This is an optimization exercise on Yosys and OpenROAD, whose aim is small area, a short achievable clock period and few clock cycles, not a production implementation. Where RTL was checked, it was by simulation tests only, not by an equivalence proof against the original. No activity file was given, so power comes from the tool's default toggle rates.

==> flow/design.v (excerpt) <==
module top_fsm(
        input clk,
        input rst_n,
        input        ram_in_we,
        input [4 :0] ram_in_addr_wr,
        input [7 :0] ram_in_data_wr,
        input [3 :0] ram_out_addr_rd,
        output [15:0] ram_out_data_rd,
        input opmode_in,
        output reg done_out
);
    reg [7:0] ram_in [0:31];
    reg [15:0] ram_out [0:15];
    integer i;
    always @(posedge clk) begin
        if (ram_in_we)
            ram_in[ram_in_addr_wr] <= ram_in_data_wr;
    end
    always @(posedge clk) begin
        if (opmode_in)
            for (i = 0; i < 16; i = i + 1)
                ram_out[i] <= {ram_in[2*i], ram_in[2*i+1]};
    end
    wire [3:0]  sel_lo, sel_hi;
    wire [15:0] grp0, grp1, grp2, grp3;
    dec2to4 u_dec_lo (.a(ram_out_addr_rd[1:0]), .y(sel_lo));
    dec2to4 u_dec_hi (.a(ram_out_addr_rd[3:2]), .y(sel_hi));
    sel4x16 u_grp0 (.s(sel_lo), .d0(ram_out[0]),  .d1(ram_out[1]),  .d2(ram_out[2]),  .d3(ram_out[3]),  .y(grp0));
    sel4x16 u_grp1 (.s(sel_lo), .d0(ram_out[4]),  .d1(ram_out[5]),  .d2(ram_out[6]),  .d3(ram_out[7]),  .y(grp1));
    sel4x16 u_grp2 (.s(sel_lo), .d0(ram_out[8]),  .d1(ram_out[9]),  .d2(ram_out[10]), .d3(ram_out[11]), .y(grp2));
    sel4x16 u_grp3 (.s(sel_lo), .d0(ram_out[12]), .d1(ram_out[13]), .d2(ram_out[14]), .d3(ram_out[15]), .y(grp3));
    sel4x16 u_word (.s(sel_hi), .d0(grp0), .d1(grp1), .d2(grp2), .d3(grp3), .y(ram_out_data_rd));
    always @(posedge clk or negedge rst_n) begin
        if (!rst_n)
            done_out <= 1'b0;
        else if (opmode_in)
            done_out <= 1'b1;
    end
endmodule
For scale: ~850 cells after synthesis, about 38 I/O pins, about 18,000 µm² of cells after synthesis.
make LEC_CHECK=0 CAP_MARGIN=20 CORE_MARGIN=2 CORE_UTILIZATION=60 SETUP_SLACK_MARGIN=1.5 SLEW_MARGIN=20 SYNTH_HIERARCHICAL=1 finish   # period 4.5 ns
run.sh (not shown) runs the stock make flow with config.mk's settings and CLKGATE_MAP_FILE= SYNTH_SCRIPT=/design/flow/synth_recipe.tcl, a recipe that flattens the netlist after the stock synthesis.
The baseline completed with no timing, DRC or antenna violations.
Next try:
--- a/flow/config.mk
+++ b/flow/config.mk
@@ -8,5 +8,7 @@
 export CAP_MARGIN = 20
 export CORE_MARGIN = 2
-export CORE_UTILIZATION = 60
+export CORE_UTILIZATION = 75
+export CTS_CLUSTER_DIAMETER = 80
+export CTS_CLUSTER_SIZE = 30
 export SETUP_SLACK_MARGIN = 1.5
 export SLEW_MARGIN = 20
Effect:
- final cell count fell by about 10%
- register-to-register slack barely changes
- setup slack gets worse by 0.043 ns
- power fell by about 17%
- die area goes down by 20%
- area after synthesis stays the same
- sequential power is about the same
Function was not checked in any run of this note: the RTL went through the layout flow alone.


Another version of the RTL of top_fsm (not shown whole).
Size in the first run: roughly 910 cells after synthesis, about 510 flip-flops, roughly 38 I/O pins, roughly 18000 um^2 of cells after synthesis.
clock: 4.5 ns
lec_check: 0
cap_margin: 20
core_margin: 2
core_utilization: 40
slew_margin: 20
Testbench counts at the start, summed over its fixed seeds: cycles 5,207.
Then changed:
Settings changed: CORE_UTILIZATION 40 to 60, CTS_CLUSTER_DIAMETER from default to 60, CTS_CLUSTER_SIZE from default to 24, SETUP_SLACK_MARGIN from default to 1.5.
What happened:
- The new run went through all stages and came out clean
- routed wire length is higher by 4.6%
- sequential share of layout area is lower by 1.8 points
- design area went up by 2.5%
- first-iteration DRC count rises by 13%
- power decreases by 2.0%
- cell count came out lower by 12%
- worst setup slack gains 1.0 ns
- sequential cell count does not change
- via count went up by 4.0%
- hold slack hardly moves
Then changed:
Settings changed: CORE_UTILIZATION 60 to 40, CTS_CLUSTER_DIAMETER 60 to default, CTS_CLUSTER_SIZE 24 to default.
After rerunning: Setup slack loses 0.025 ns; sequential share of layout area is lower by 1.5 points; total power is higher by 3.1%; die area is higher by 49%.
Then changed:
Settings changed: CORE_UTILIZATION 40 to 60, CTS_BUF_LIST from default to sky130_fd_sc_hd__clkbuf_4 sky130_fd_sc_hd__clkbuf_8.
What happened:
- worst setup slack gains 0.013 ns
- global-route usage increases by 9.0 points
- total power stays flat
- die area decreases by 33%
- clock power hardly moves
- utilization went up by 24 points
- final area goes down by 1.1%
- register-to-register slack hardly moves
Then changed:
Settings changed: ABC_CLOCK_PERIOD_IN_PS from default to 1000, CTS_BUF_LIST sky130_fd_sc_hd__clkbuf_4 sky130_fd_sc_hd__clkbuf_8 to default, SETUP_SLACK_MARGIN 1.5 to 2.5.
Total power rose by a few percent.
Cell area went up by a few percent.
Clock-buffer cell count came out lower by 43.
Global-route usage grows by 2.2 points.
Setup slack is worse by 0.0037 ns.
Critical path depth stays the same.


Another version of the RTL of top_fsm (not shown whole).
For scale: roughly 830 cells after synthesis, roughly 38 I/O pins, ~18000 sq um of cells after synthesis.
// top_fsm
module top_fsm(
        input clk,
        input rst_n,
        input        ram_in_we,
        input [4 :0] ram_in_addr_wr,
        input [7 :0] ram_in_data_wr,
        input [3 :0] ram_out_addr_rd,
        output [15:0] ram_out_data_rd,
        input opmode_in,
        output reg done_out
);
    reg [7:0] ram_in [0:31];
    reg [15:0] ram_out [0:15];
    integer i;
    always @(posedge clk) begin
        if (ram_in_we)
            ram_in[ram_in_addr_wr] <= ram_in_data_wr;
    end
    always @(posedge clk) begin
        if (opmode_in)
            for (i = 0; i < 16; i = i + 1)
                ram_out[i] <= {ram_in[2*i], ram_in[2*i+1]};
    end
    wire [3:0]  a = ram_out_addr_rd;
    wire [3:0]  an;
    wire [3:0]  pre_lo_n, pre_hi_n;
    wire [15:0] sel;
    genvar k, b, p;
    generate
        for (k = 0; k < 4; k = k + 1) begin : g_inv
            rd_inv u_inv (.a(a[k]), .y(an[k]));
        end
        for (k = 0; k < 4; k = k + 1) begin : g_pre
            rd_nand2 u_lo (.a(k[1] ? a[1] : an[1]), .b(k[0] ? a[0] : an[0]), .y(pre_lo_n[k]));
            rd_nand2 u_hi (.a(k[1] ? a[3] : an[3]), .b(k[0] ? a[2] : an[2]), .y(pre_hi_n[k]));
        end
        for (k = 0; k < 16; k = k + 1) begin : g_sel
            rd_nor2 u_sel (.a(pre_hi_n[k / 4]), .b(pre_lo_n[k % 4]), .y(sel[k]));
        end
        for (b = 0; b < 16; b = b + 1) begin : g_bit
            wire [7:0] pair_n;
            wire [3:0] quad;
            wire [1:0] half_n;
            for (p = 0; p < 8; p = p + 1) begin : g_pair
                rd_aoi22 u_pair (.a1(sel[2*p]),   .a2(ram_out[2*p][b]),
                                 .b1(sel[2*p+1]), .b2(ram_out[2*p+1][b]),
                                 .y(pair_n[p]));
            end
  ...
==> flow/config.mk <==
export PLATFORM = sky130hd
export DESIGN_NAME = top_fsm
export DESIGN_NICKNAME = top_fsm
export VERILOG_FILES = /design/flow/design.v
export SDC_FILE = /design/flow/constraint.sdc
export NUM_CORES = 4
export LEC_CHECK = 0
export CAP_MARGIN = 20
export CORE_MARGIN = 2
export CORE_UTILIZATION = 75
export CTS_CLUSTER_DIAMETER = 80
export CTS_CLUSTER_SIZE = 30
export SETUP_SLACK_MARGIN = 2.5
export SLEW_MARGIN = 20
export SYNTH_HIERARCHICAL = 1
==> flow/constraint.sdc <==
create_clock -name core_clock -period 4.5 [get_ports {clk}]
set_input_delay 0.9000 -clock core_clock [delete_from_list [all_inputs] [get_ports {clk}]]
set_output_delay 0.9000 -clock core_clock [all_outputs]
set_load 0.01 [all_outputs]
standard.sh (not shown) runs the stock make flow with config.mk's settings and CLKGATE_MAP_FILE= SYNTH_SCRIPT=/design/flow/synth_recipe.tcl, a recipe that flattens the netlist after the stock synthesis.
==> flow/flow/run.sh <==
#!/bin/bash
# The standard layout (standard synthesis included), with one extra step
# after floorplan (flow/downsize.tcl): every logic cell starts from the
# smallest size of its function before placement and timing repair, and
# the ports are buffered with buf_2 cells.
# Make's full output goes to flow_make.log; each step's own log is under
# orfs/logs.
set -euo pipefail
W=$(pwd)
bash standard.sh POST_FLOORPLAN_TCL="$W/flow/downsize.tcl" BUFFER_PORTS_ARGS="-buffer_cell sky130_fd_sc_hd__buf_2" finish > "$W/flow_make.log" 2>&1
==> flow/flow/downsize.tcl <==
# After floorplan: move every logic cell (not the flip-flops) to the
# smallest-area cell of the same function, so that the timing repair that
# follows starts from minimum sizes and upsizes only where timing needs it.
set n 0
set saved 0.0
foreach inst [get_cells *] {
  set master [get_property $inst ref_name]
  if {[string match "*df*" $master]} continue
  if {![regexp {^(sky130_fd_sc_hd__[a-z0-9]+)_([0-9]+)$} $master -> base drv]} continue
  set a0 [get_property [get_lib_cells $master] area]
  set best $master
  set besta $a0
  foreach lc [get_lib_cells ${base}_*] {
    set c [get_name $lc]
    if {![regexp "^${base}_\[0-9\]+\$" $c]} continue
    set a [get_property $lc area]
    if {$a < $besta} { set besta $a; set best $c }
  }
  if {$best ne $master} {
    replace_cell [get_full_name $inst] $best
    incr n
    set saved [expr {$saved + $a0 - $besta}]
  }
}
puts "downsize: $n cells moved to their smallest size, [format %.1f $saved] um2"
The baseline passed the timing, DRC and antenna checks.
Testbench counts at the start, summed over its fixed seeds: cycles 5,207.
Edit:
Settings changed: SETUP_SLACK_MARGIN 2.5 to 1.8.
=> Non-clock buffer count is lower by 4. Utilization falls by 1.4 points. Die area stays the same. Worst setup slack improved by 55 ps. Global-route usage shrinks by 0.50 points. Cell area shrinks by 1.7%. Hold slack is better by 3.3 ps.


top_fsm again, from the RTL that the note above started with.
export LEC_CHECK = 0
export CAP_MARGIN = 20
export CORE_MARGIN = 2
export CORE_UTILIZATION = 75
export CTS_CLUSTER_DIAMETER = 80
export CTS_CLUSTER_SIZE = 30
export SETUP_SLACK_MARGIN = 2.0
export SLEW_MARGIN = 20
export SYNTH_HIERARCHICAL = 1
create_clock -name core_clock -period 4.5 [get_ports {clk}]
Scripts as last shown in full above: flow/flow/run.sh, flow/flow/downsize.tcl
Testbench counts at the start, summed over its fixed seeds: cycles 5,207.
Next try:
Settings changed: SETUP_SLACK_MARGIN 2.0 to 1.2.
Effect:
- wire length goes down by 5.8%
- power decreases by 0.55%
- cell count fell by 0.64%
- die area is unchanged
- via count drops by 2.1%
- global-route usage went down by 2.0 points
- count of clock-buffer cells in the layout stays the same
- critical path depth falls by 1
- cell area goes down by 3.0%
- clock skew increases by 11 ps
- worst setup slack got worse by 110 ps
Next try:
==> flow/flow/run.sh (replaced) <==
#!/bin/bash
# The standard layout (standard synthesis included), with one extra step
# after floorplan (flow/downsize.tcl): every logic cell starts from the
# smallest size of its function before placement and timing repair.
# Make's full output goes to flow_make.log; each step's own log is under
# orfs/logs.
set -euo pipefail
W=$(pwd)
bash standard.sh POST_FLOORPLAN_TCL="$W/flow/downsize.tcl" finish > "$W/flow_make.log" 2>&1
Settings changed: SETUP_SLACK_MARGIN 1.2 to 1.5.
Effect: Power goes up by 1.4%. Utilization went up by 5.5 points. Die area is unchanged. Design area goes up by 7.0%. Clock power hardly moves. Sequential power is about the same.
Next try:
Settings changed: GPL_TIMING_DRIVEN from default to 0.
What happened: The changed run completed without violations; fmax drops slightly; final area drops slightly; clock power stays flat; flip-flop and latch count stays the same; worst setup slack is worse by 12 ps; sequential share of layout area climbs by 0.62 points.


top_fsm again, from the RTL that the note above started with.
==> flow/config.mk <==
export PLATFORM = sky130hd
export DESIGN_NAME = top_fsm
export DESIGN_NICKNAME = top_fsm
export VERILOG_FILES = /design/flow/design.v
export SDC_FILE = /design/flow/constraint.sdc
export NUM_CORES = 4
export LEC_CHECK = 0
export CAP_MARGIN = 20
export CORE_MARGIN = 2
export CORE_UTILIZATION = 70
export CTS_CLUSTER_DIAMETER = 80
export CTS_CLUSTER_SIZE = 30
export SETUP_SLACK_MARGIN = 1.8
export SLEW_MARGIN = 20
export SYNTH_HIERARCHICAL = 1
==> flow/constraint.sdc <==
create_clock -name core_clock -period 4.5 [get_ports {clk}]
set_input_delay 0.9000 -clock core_clock [delete_from_list [all_inputs] [get_ports {clk}]]
set_output_delay 0.9000 -clock core_clock [all_outputs]
set_load 0.01 [all_outputs]
==> flow/flow/run.sh <==
#!/bin/bash
# The standard layout (standard synthesis included), with one extra step
# after floorplan (flow/downsize.tcl): every logic cell starts from the
# smallest size of its function before placement and timing repair, and
# the ports are buffered with buf_2 cells.
# Make's full output goes to flow_make.log; each step's own log is under
# orfs/logs.
set -euo pipefail
W=$(pwd)
bash standard.sh POST_FLOORPLAN_TCL="$W/flow/downsize.tcl" BUFFER_PORTS_ARGS="-buffer_cell sky130_fd_sc_hd__buf_2" finish > "$W/flow_make.log" 2>&1
Scripts as last shown in full above: flow/flow/downsize.tcl
Testbench counts at the start, summed over its fixed seeds: cycles 5,207.
Rerun with:
==> flow/flow/run.sh (replaced) <==
#!/bin/bash
# The standard layout (standard synthesis included), with one extra step
# after floorplan (flow/downsize.tcl): every logic cell starts from the
# smallest size of its function before placement and timing repair.
# Make's full output goes to flow_make.log; each step's own log is under
# orfs/logs.
set -euo pipefail
W=$(pwd)
bash standard.sh POST_FLOORPLAN_TCL="$W/flow/downsize.tcl" finish > "$W/flow_make.log" 2>&1
Settings changed: CORE_UTILIZATION 70 to 75, CTS_BUF_LIST set to sky130_fd_sc_hd__clkbuf_8, CTS_CLUSTER_DIAMETER 80 to 60, CTS_CLUSTER_SIZE 30 to 20, SETUP_SLACK_MARGIN 1.8 to 1.5.
Outcome: Synthesized area is unchanged; power goes up slightly; wire length goes down slightly; combinational power stays flat.
Rerun with:
--- a/flow/flow/run.sh
+++ b/flow/flow/run.sh
@@ -4 +4,2 @@
-# smallest size of its function before placement and timing repair.
+# smallest size of its function before placement and timing repair, and
+# the ports are buffered with buf_2 cells.
@@ -9 +10 @@
-bash standard.sh POST_FLOORPLAN_TCL="$W/flow/downsize.tcl" finish > "$W/flow_make.log" 2>&1
+bash standard.sh POST_FLOORPLAN_TCL="$W/flow/downsize.tcl" BUFFER_PORTS_ARGS="-buffer_cell sky130_fd_sc_hd__buf_2" finish > "$W/flow_make.log" 2>&1
Settings changed: CTS_BUF_LIST sky130_fd_sc_hd__clkbuf_8 to not set, CTS_CLUSTER_DIAMETER 60 to 80, CTS_CLUSTER_SIZE 20 to 30.
=>
- cell area came out lower by 0.73%
- clock skew rises by 3.1 ps
- setup slack is better by 67 ps
- hold slack got worse by 300 ps
- synthesized area stays the same
- global-route usage came out higher by 0.12 points
- total power shrinks by 1.3%
- critical path depth decreases by 2
Rerun with:
Settings changed: GPL_ROUTABILITY_DRIVEN set to 0, SETUP_SLACK_MARGIN 1.5 to 1.8.
Outcome: Setup slack loses 42 ps; core utilization decreases by 2.3 points; routed wire length came out lower by roughly a tenth; combinational power goes down by about a fifth; sequential share of layout area rose by 2.2 points; total power shrinks slightly; count of clock-buffer cells in the layout is unchanged; die area does not change; clock power stays flat; critical path depth climbs by 1; non-clock buffer count is lower by 13.
Rerun with:
==> flow/run.sh (new file) <==
#!/bin/bash
# synth_recipe.tcl (not shown) runs the flow's synth.tcl, then flattens the netlist and writes it again
# the make line also repeats each setting of config.mk as NAME=value (left out here)
make -C /OpenROAD-flow-scripts/flow DESIGN_CONFIG=/design/flow/config.mk WORK_HOME=/design/flow/orfs CLKGATE_MAP_FILE= SYNTH_SCRIPT=/design/flow/synth_recipe.tcl finish
Settings changed: GPL_ROUTABILITY_DRIVEN 0 to not set, SETUP_SLACK_MARGIN 1.8 to 1.5.
removed: flow/flow/run.sh
removed: flow/flow/downsize.tcl
removed: flow/standard.sh
The new run finished clean.
Via count increases by 4.4%.
Global-route usage increases by 1.8 points.
Routed wire length increases by 7.4%.
Combinational power increases by 24%.
Sequential share of layout area decreases by 4.6 points.
Cell area increases by 6.1%.
Rerun with:
==> flow/flow/run.sh (new file) <==
#!/bin/bash
# The standard layout (standard synthesis included), with one extra step
# after floorplan (flow/downsize.tcl): every logic cell starts from the
# smallest size of its function before placement and timing repair.
# Make's full output goes to flow_make.log; each step's own log is under
# orfs/logs.
set -euo pipefail
W=$(pwd)
bash standard.sh POST_FLOORPLAN_TCL="$W/flow/downsize.tcl" finish > "$W/flow_make.log" 2>&1
==> flow/flow/downsize.tcl (new file) <==
# After floorplan: move every logic cell (not the flip-flops) to the
# smallest-area cell of the same function, so that the timing repair that
# follows starts from minimum sizes and upsizes only where timing needs it.
set n 0
set saved 0.0
foreach inst [get_cells *] {
  set master [get_property $inst ref_name]
  if {[string match "*df*" $master]} continue
  if {![regexp {^(sky130_fd_sc_hd__[a-z0-9]+)_([0-9]+)$} $master -> base drv]} continue
  set a0 [get_property [get_lib_cells $master] area]
  set best $master
  set besta $a0
  foreach lc [get_lib_cells ${base}_*] {
    set c [get_name $lc]
    if {![regexp "^${base}_\[0-9\]+\$" $c]} continue
    set a [get_property $lc area]
    if {$a < $besta} { set besta $a; set best $c }
  }
  if {$best ne $master} {
    replace_cell [get_full_name $inst] $best
    incr n
    set saved [expr {$saved + $a0 - $besta}]
  }
}
puts "downsize: $n cells moved to their smallest size, [format %.1f $saved] um2"
==> flow/standard.sh (new file) <==
#!/bin/bash
# synth_recipe.tcl (not shown) runs the flow's synth.tcl, then flattens the netlist and writes it again
# the make line also repeats each setting of config.mk as NAME=value (left out here)
make -C /OpenROAD-flow-scripts/flow DESIGN_CONFIG=/design/flow/config.mk WORK_HOME=/design/flow/orfs CLKGATE_MAP_FILE= SYNTH_SCRIPT=/design/flow/synth_recipe.tcl "${@:-finish}"
Settings changed: CORE_UTILIZATION 75 to 65.
removed: flow/run.sh
- The changed run finished with timing, DRC and antenna clean
- final cell count is higher by about 3%
- routed wire length is lower by 5.5%
- synthesized area is unchanged
- worst hold slack loses 14 ps
- count of clock-buffer cells in the layout is higher by 1
- die area is higher by about 15%
- worst setup slack gains 49 ps
- core utilization is lower by 13 points
- maximum frequency is higher by about 1.6%
- register-to-register slack is about the same
- global-route usage is lower by 5.1 points

-- re-timing with driven ports --
The flow's constraints put no driver on any port. The routed layouts listed below were extracted and timed again, unchanged, in two steps. Step 1 (the two cells are an assumption about what drives the block):
set clk [get_ports {clk}]
set_driving_cell -lib_cell sky130_fd_sc_hd__clkbuf_16 $clk
set_driving_cell -lib_cell sky130_fd_sc_hd__buf_2 [delete_from_list [all_inputs] $clk]
Step 2 also shifts input and output timing later by t, the mid clock arrival at the registers, as if the neighbouring blocks saw the same clock. Slacks: no drivers / after step 1 / after step 2; pairs: no drivers / after step 1.
| run | t, ns | setup slack, ns | worst setup path at the end | slew at the worst register clock pin (ns) |
|---|---|---|---|---|
| the first run of note 1 | 0.598 | 1.237 / 1.182 / 1.146 | input to register | 0.06 / 0.06 |
| the second run of note 1 | 0.574 | 1.195 / 1.149 / 1.149 | input to output | 0.11 / 0.11 |
| the first run of note 2 | 0.603 | 0.149 / 0.126 / 0.126 | input to output | 0.07 / 0.07 |
| the second run of note 2 | 0.581 | 1.156 / 1.102 / 1.102 | input to output | 0.09 / 0.09 |
| the third run of note 2 | 0.605 | 1.131 / 1.060 / 1.060 | input to output | 0.07 / 0.07 |
| the fourth run of note 2 | 0.632 | 1.144 / 1.096 / 1.096 | input to output | 0.06 / 0.06 |
| the fifth run of note 2 | 0.603 | 1.140 / 1.083 / 1.083 | input to output | 0.06 / 0.06 |
| the first run of note 3 | 0.575 | 1.310 / 1.236 / 1.236 | input to output | 0.11 / 0.11 |
| the second run of note 3 | 0.577 | 1.365 / 1.305 / 1.305 | input to output | 0.11 / 0.11 |
| the first run of note 4 | 0.577 | 1.365 / 1.305 / 1.305 | input to output | 0.11 / 0.11 |
| the second run of note 4 | 0.583 | 1.254 / 1.228 / 1.228 | input to output | 0.11 / 0.11 |
| the third run of note 4 | 0.574 | 1.425 / 1.361 / 1.148 | input to register | 0.11 / 0.11 |
| the fourth run of note 4 | 0.580 | 1.413 / 1.340 / 0.985 | input to register | 0.11 / 0.11 |
| the first run of note 5 | 0.585 | 1.325 / 1.265 / 1.265 | input to output | 0.11 / 0.11 |
| the second run of note 5 | 0.606 | 1.340 / 1.261 / 1.140 | input to register | 0.13 / 0.13 |
| the third run of note 5 | 0.581 | 1.407 / 1.343 / 1.343 | input to output | 0.11 / 0.11 |
| the fourth run of note 5 | 0.577 | 1.365 / 1.305 / 1.305 | input to output | 0.11 / 0.11 |
| the fifth run of note 5 | 0.589 | 1.340 / 1.268 / 1.145 | input to register | 0.12 / 0.12 |
| the sixth run of note 5 | 0.587 | 1.389 / 1.317 / 1.024 | input to register | 0.11 / 0.11 |
After both steps every run listed still meets setup and hold. The setup slack of the fourth run of note 4, which loses most, moves by -0.073 ns with the drivers and by -0.428 ns with both steps.
